From an optimization exercise on the open Yosys and OpenROAD flow, aimed at small area; shortcuts taken in it are not production practice.
Function not checked in this run: the RTL went through the layout flow alone.
No activity file was given, so power comes from the tool's default toggle rates.

==> design.v <==
module sign_reg(key_value, is_op, is_clr, is_eq, is_dig, digit);
	input      [3:0] key_value;
	output           is_op, is_clr, is_eq, is_dig;
	output reg [3:0] digit;
assign is_op  = (key_value[1:0] == 2'b11);
assign is_clr = (key_value == 4'd12);
assign is_eq  = (key_value == 4'd14);
assign is_dig = ~is_op & ~is_clr & ~is_eq;
always @(*) begin
	case (key_value)
		4'd0:  digit = 4'd7;
		4'd1:  digit = 4'd8;
		4'd2:  digit = 4'd9;
		4'd4:  digit = 4'd4;
		4'd5:  digit = 4'd5;
		4'd6:  digit = 4'd6;
		4'd8:  digit = 4'd1;
		4'd9:  digit = 4'd2;
		4'd10: digit = 4'd3;
		default: digit = 4'd0;
	endcase
end
endmodule
module number_reg(bcd, bin);
	input  [11:0] bcd;
	output [9:0]  bin;
assign bin = bcd[11:8] * 7'd100 + bcd[7:4] * 4'd10 + bcd[3:0];
endmodule
module processor(d, cin, o);
	input  [23:0] d;
	input         cin;
	output [23:0] o;
	wire   [6:0]  cy;
function [4:0] step;       
	input [3:0] x;
	input       ci;
	case (x)
		4'd0: step = {1'b0, 3'd0, ci};
		4'd1: step = {1'b0, 3'd1, ci};
		4'd2: step = {1'b0, 3'd2, ci};
		4'd3: step = {1'b0, 3'd3, ci};
		4'd4: step = {1'b0, 3'd4, ci};
		4'd5: step = {1'b1, 3'd0, ci};
		4'd6: step = {1'b1, 3'd1, ci};
		4'd7: step = {1'b1, 3'd2, ci};
		4'd8: step = {1'b1, 3'd3, ci};
		4'd9: step = {1'b1, 3'd4, ci};
		default: step = ci ? 5'b00001 : 5'b01010;
	endcase
endfunction
assign cy[0] = cin;
genvar k;
generate
	for (k = 0; k < 5; k = k + 1) begin : g
		assign {cy[k+1], o[4*k +: 4]} = step(d[4*k +: 4], cy[k]);
	end
endgenerate
assign o[23:20] = (d[23:20] == 4'ha) ? (cy[5] ? 4'd1 : 4'ha) : {d[22:20], cy[5]};
endmodule
module drive_tube(dsp, seg);
	input  [23:0] dsp;
	output [47:0] seg;
	wire [111:0] t0 = {16'hf37c, 16'h5371, 16'h5145, 16'h836d, 16'h43fb, 16'h439f, 16'h83ed};
	wire [111:0] t1 = {16'h037c, 16'h0371, 16'h0145, 16'h036d, 16'h03fb, 16'h039f, 16'h03ed};
	genvar k, j;
generate
	for (j = 0; j < 7; j = j + 1) begin : s0
		assign seg[j] = t0[16*j + dsp[3:0]];
	end
	for (k = 1; k < 6; k = k + 1) begin : g
		for (j = 0; j < 7; j = j + 1) begin : s
			assign seg[8*k + j] = t1[16*j + dsp[4*k +: 4]];
		end
	end
	for (k = 0; k < 6; k = k + 1) begin : dp
		assign seg[8*k + 7] = 1'b0;
	end
endgenerate
endmodule
module calc_core(clk, rst, key_valid, key_value, ready, seg);
	input         clk;
	input         rst;
	input         key_valid;
	input  [3:0]  key_value;
	output        ready;
	output [47:0] seg;
	reg    [11:0] nd;     
	reg    [19:0] r;      
	reg    [23:0] dsp;    
	reg    [9:0]  acc;    
	reg           c;      
	reg           ar;     
	reg    [1:0]  op;     
	reg           busy;
	reg           ph;     
	reg           ld;     
	reg    [4:0]  cnt;
	wire          is_op, is_clr, is_eq, is_dig;
	wire   [3:0]  dv;
	wire   [9:0]  nb;
localparam [23:0] ZERO = 24'haaaaa0;    
assign ready = ~busy;
wire take = key_valid & ~busy;
sign_reg   u_key (.key_value(key_value), .is_op(is_op), .is_clr(is_clr),
                  .is_eq(is_eq), .is_dig(is_dig), .digit(dv));
number_reg u_nb  (.bcd(nd), .bin(nb));
wire        div  = ~ld & (op == 2'd3);
wire        mul  = ~ld & (op == 2'd2);
wire        sub  = ~ld & (op == 2'd1);
wire        rbit = (r[0] ^ sub) & ~ld;
wire [10:0] a_in = div ? {acc, r[19]} : {1'b0, acc};
wire [10:0] b_in = div ? ~{1'b0, nb} :
                   mul ? (r[0] ? {1'b0, nb} : 11'd0) : {10'd0, rbit};
wire [11:0] sum  = {1'b0, a_in} + {1'b0, b_in} + {11'd0, div};
wire        q    = sum[11];
wire [23:0] dd;
processor u_dd (.d(dsp), .cin(r[19]), .o(dd));
wire [11:0] nn  = {nd[7:0], dv};
wire        l2  = |nn[11:8];
wire        l1  = l2 | (|nn[7:4]);
wire [11:0] nds = {l2 ? nn[11:8] : 4'ha, l1 ? nn[7:4] : 4'ha, nn[3:0]};
always @(posedge clk) begin
	if (rst) begin
		nd   <= 12'd0;
		r    <= 20'd0;
		dsp  <= ZERO;
		c    <= 1'b0;
		ar   <= 1'b0;
		busy <= 1'b0;
	end
	else if (busy) begin
		cnt <= cnt + 5'd1;
		if (!ph) begin
			if (div) begin
				acc <= q ? sum[9:0] : a_in[9:0];
				r   <= {r[18:0], q};
			end
			else begin
				acc <= sum[10:1];
				r   <= {sum[0] ^ sub, r[19:1]};
			end
			if (cnt == 5'd19) begin
				cnt <= 5'd0;
				if (ld) busy <= 1'b0;
				else    ph   <= 1'b1;
			end
		end
		else begin
			dsp <= dd;
			r   <= {r[18:0], r[19]};
			if (cnt == 5'd19) busy <= 1'b0;
		end
	end
	else if (take) begin
		if (is_dig) begin
			nd <= nn;
			if (!c) dsp <= {12'haaa, nds};
			else if (dsp[3:2] == 2'b11) begin
				dsp  <= ZERO;
				busy <= 1'b1;
				ph   <= 1'b1;
				cnt  <= 5'd0;
			end
		end
		if (is_op) begin
			ar  <= 1'b1;
			op  <= key_value[3:2];
			nd  <= 12'd0;
			dsp <= {20'haaaaa, 2'b11, key_value[3:2]};
			acc <= nb;
			ld  <= 1'b1;
			cnt <= 5'd0;
			ph  <= 1'b0;
			if (!c) busy <= 1'b1;
		end
		if (is_clr) begin
			ar  <= 1'b0;
			c   <= 1'b0;
			r   <= 20'd0;
			nd  <= 12'd0;
			dsp <= ZERO;
		end
		if (is_eq) begin
			c    <= 1'b1;
			ld   <= 1'b0;
			cnt  <= 5'd0;
			ph   <= ~ar;
			busy <= 1'b1;
			dsp  <= ZERO;
			acc  <= op[1] ? 10'd0 : nb;
		end
	end
end
drive_tube u_tube (.dsp(dsp), .seg(seg));
endmodule
==> flow/run.sh <==
#!/bin/bash
# Standard layout, logged.
bash standard.sh > standard.log 2>&1
==> standard.sh <==
#!/bin/bash
# synth_recipe.tcl (not shown) runs the flow's synth.tcl, then flattens the netlist and writes it again
# the make line also repeats each setting of config.mk as NAME=value (left out here)
make -C /OpenROAD-flow-scripts/flow DESIGN_CONFIG=/design/flow/config.mk WORK_HOME=/design/flow/orfs CLKGATE_MAP_FILE= SYNTH_SCRIPT=/design/flow/synth_recipe.tcl "${@:-finish}"
==> config.mk <==
export PLATFORM = sky130hd
export DESIGN_NAME = calc_core
export DESIGN_NICKNAME = calc_core
export VERILOG_FILES = /design/flow/design.v
export SDC_FILE = /design/flow/constraint.sdc
export NUM_CORES = 4
export LEC_CHECK = 0
export CAP_MARGIN = 20
export CORE_MARGIN = 2
export CORE_UTILIZATION = 40
export PLACE_DENSITY = 0.6
export SLEW_MARGIN = 20
==> constraint.sdc <==
create_clock -name core_clock -period 60.0 [get_ports {clk}]
set_input_delay 12.0000 -clock core_clock [delete_from_list [all_inputs] [get_ports {clk}]]
set_output_delay 12.0000 -clock core_clock [all_outputs]
set_load 0.01 [all_outputs]
==> summary.txt <==
[flip-flops by register name, indices dropped and copies added, names as in the netlist, 2 cells and up]
name,cells
acc,10
dsp,24
cnt,5
op,2
r,20
nd,12
[layout by cell type (no fill, tap or decap), drive strengths merged, types with 6 or more instances in the layout]
master,count
a21oi,90
nor2,84
ha,84
nand2,81
o21ai,81
inv,64
dfxtp,59
clkdlybuf4s50,48
nand2b,26
o22ai,21
edfxtp,19
mux2i,17
nor3,17
a22oi,17
xnor2,15
o21a,15
nand3,14
nor2b,11
clkbuf,11
buf,10
xor2,9
a21o,8
a31oi,7
fa,7
or3,6
a211oi,6
conb,6
[stage by stage]
stage | setup slack [ns] | instances | hold slack [ns] | util [%] | total power [mW]
after floorplan | 46.27 | 908 | 0.465 | - | 0.0871
after global placement | 45.46 | 1133 | 0.493 | 44.1 | 0.102
after detailed placement | 45.37 | 1133 | 0.494 | 44.1 | 0.102
after CTS | 45.73 | 1149 | 0.511 | 45.8 | 0.156
after global routing | 45.47 | 1149 | 0.538 | 45.8 | 0.163
final | 45.72 | 1149 | 0.505 | 45.8 | 0.155
[per-layer routing]
layer | global-route usage, % | routed length [um] | part of all wire (%) | vias to the layer above
li1 | - | - | - | 3242
met1 | 26.2 | 8560 | 52 | 2891
met2 | 28.3 | 7230 | 44 | 109
met3 | 1.79 | 540 | 3.3 | 16
met4 | 6.08 | 218 | 1.3 | 0
met5 | 0 | 0 | 0 | -
[worst paths after layout]
path / startpoint / endpoint / slack [ns] / depth (start not counted)
setup / recovery: key_value[1] / dsp[19] / 45.72 / 7
hold / removal: r[15] / r[15] / 0.51 / 2
setup reg to reg: nd[5] / acc[5] / 54.17 / 18
hold reg to reg: r[15] / r[15] / 0.51 / 2
[power breakdown]
group          total [mW]  leakage, nW  internal, mW  switching [mW]
sequential         0.0602        0.657        0.0558         0.00449
combinational      0.0405         2.43        0.0193          0.0211
clock              0.0544        0.142        0.0309          0.0235
total               0.155         3.23         0.106          0.0491
[cell type report]
| class | instances | area [um2] | area share, % |
|---|---|---|---|
| Clock buffer | 11 | 254 | 3.22 |
| Clock inverter | 5 | 40.0 | 0.507 |
| Inverter | 62 | 233 | 2.95 |
| Multi-Input combinational cell | 710 | 4780 | 60.6 |
| Sequential cell | 78 | 1750 | 22.2 |
| Tap cell | 225 | 282 | 3.57 |
| Timing Repair Buffer | 58 | 553 | 7.01 |
[worst register-to-register path: cells and delay by family, from the launching register on]
kind                     cells  cell delay (ns)
flip-flops                   1             0.52
AND/OR/NAND/NOR              4             1.35
adder cells (fa/ha/maj)      6             1.86
XOR/XNOR                     1             0.16
AO/OA/AOI/OAI                7             1.71
[cell families after synthesis]
group | count (synthesis) | synth area share [%]
and+or+nand+nor | 264 | 17.6
other | 1 | 0.0535
muxes | 20 | 2.91
AOI/OAI and AO/OA | 305 | 27.3
DFF | 78 | 25.0
buffers and inverters | 120 | 7.04
adders and majority gates | 91 | 17.0
xor gates and xnor gates | 24 | 3.00
==> qor.txt <==
Antenna fix cells = 0
Vias in the first global route = 5778
Post-route DRC = 0
Commonest cells post-synth = 90 x a21oi_1, 84 x ha_1, 84 x nor2_1
Drt first-iter violations = 473
Critical Path AT = 14.51 ns
Netlist cell types = 69
Clk sinks = 78
Unrepaired setup endpoints after global routing = no
Max frequency = 0.0700 GHz
Worst slew margin = 35.3%
Slew Limit Fails = 0
Design Area, Final = 7890 um2
CTS root buffer = clkbuf_16
Placed Area = 7600 um2
Clk buf depth = 2
Routed length per instance = 14.4 um
Row count = 48
CP Buf/Inv Count = 1
Ys async rst share = 0%
Post-synthesis sequential area ratio = 25.0%
Max_cap viols = 0
Most common cell in the netlist = a21oi_1
Setup Skew = 0.00901 ns
Gr usage total = 18.2%
Final Hold Viols = 0
Startpoint types = input port
Post-detail-place hpwl = 11600 um
Cell area after synthesis = 7000 um2
Power Density = 19.7 nW/um2
Critical Path Fanout Max = 18
Port Buf Inserts = 49
Post-CTS Resized = 0
CP endpoint kind = register
CP top delay family = compound AO/OA/AOI/OAI gates
Area share of the largest cell type after synthesis = 16.9%
Initial antenna violation count = 0
Largest cells by area after synthesis = dfxtp_1 17%, ha_1 15%, edfxtp_1 8.1%
Detail Route Antenna Nets = 0
Gr ovfl total = 0
WL final = 16500 um
CTS Buf Count = 9
Post-route minimum period = 14.28 ns
Die Area = 18600 um2
Ports = 56
Vias per inst = 5.45
Final setup violation count = 0
Avg Inst Size Synth = 7.76 um2
Core box area = 17200 um2
CP Data Required Time = 60.23 ns
Worst path cell trace = clkdlybuf4s50_1 > ha_1 > nor3b_1 > a21boi_0 > o21a_1 > o21ai_0 > a221o_1
First-pass GRT wire length = 27800 um
Die H = 136 um
Syn Inst Count = 903
EDFF count, synth = 19
Tcrit/Tclk final = 23.8%
Hold-fix buffers, CTS = 0
Leak pwr = 3.23 nW
Routability Congestion = 0.812
Share of cells above drive strength 1 = 3.90%
Hold Crit Class = register to register
Ys Warns = 3
Largest net degree at the start of global routing = 64
Final #Nets = 1017
H-tree lvl count = 3
Slowest CP cell = ha_1
Slew @ Worst Pin = 0.963 ns
Initial Util = 40.6%
TritonCTS clock tree = yes
Clk latency of the worst-skew pair = 0.35 ns
CP Class = input port to register
Max incr delay on CP = 0.53 ns
Drt pass-1 iters = 7
# fillers = 1738
Fin Setup TNS = 0 ns
# Post-CTS Setup Buffers = 0
Seq cells post-synth = 78
Clock Pin Slew Worst Setup and Hold Paths = 0.06 ns
Worst VDD drop = 0.0128 mV
Area Overhead vs Synth = 12.7%
Area leader, netlist = dfxtp_1
Dominant synthesized flop cell = dfxtp_1
Die X-Extent = 136 um
Status = timing/DRC/antenna clean
Via count = 6258

==> re-timing with driven ports <==
No port has a modelled driver above. Below, the same layout with a new extraction and two added sets of constraints. Step 1 sets driving cells, clkbuf_16 on the clock port and buf_2 on the other inputs (assumed; they add their load-dependent delay and slew). Step 2 adds t to the input delays and takes it off the output delays; t is the mean of the earliest and latest rising clock arrival at the registers after step 1. Input paths then give back, and output paths get back, about the clock's delay inside the block. Three values: no drivers, after step 1, after step 2; two values: the first two.
t, ns: 0.383
setup slack, ns: 45.718 / 45.715 / 45.345
slew at the worst register clock pin (ns): 0.07 / 0.07
After both steps setup and hold are still met in this run. For this run, drivers alone change the setup slack by -0.003 ns; drivers and shift together by -0.373 ns.
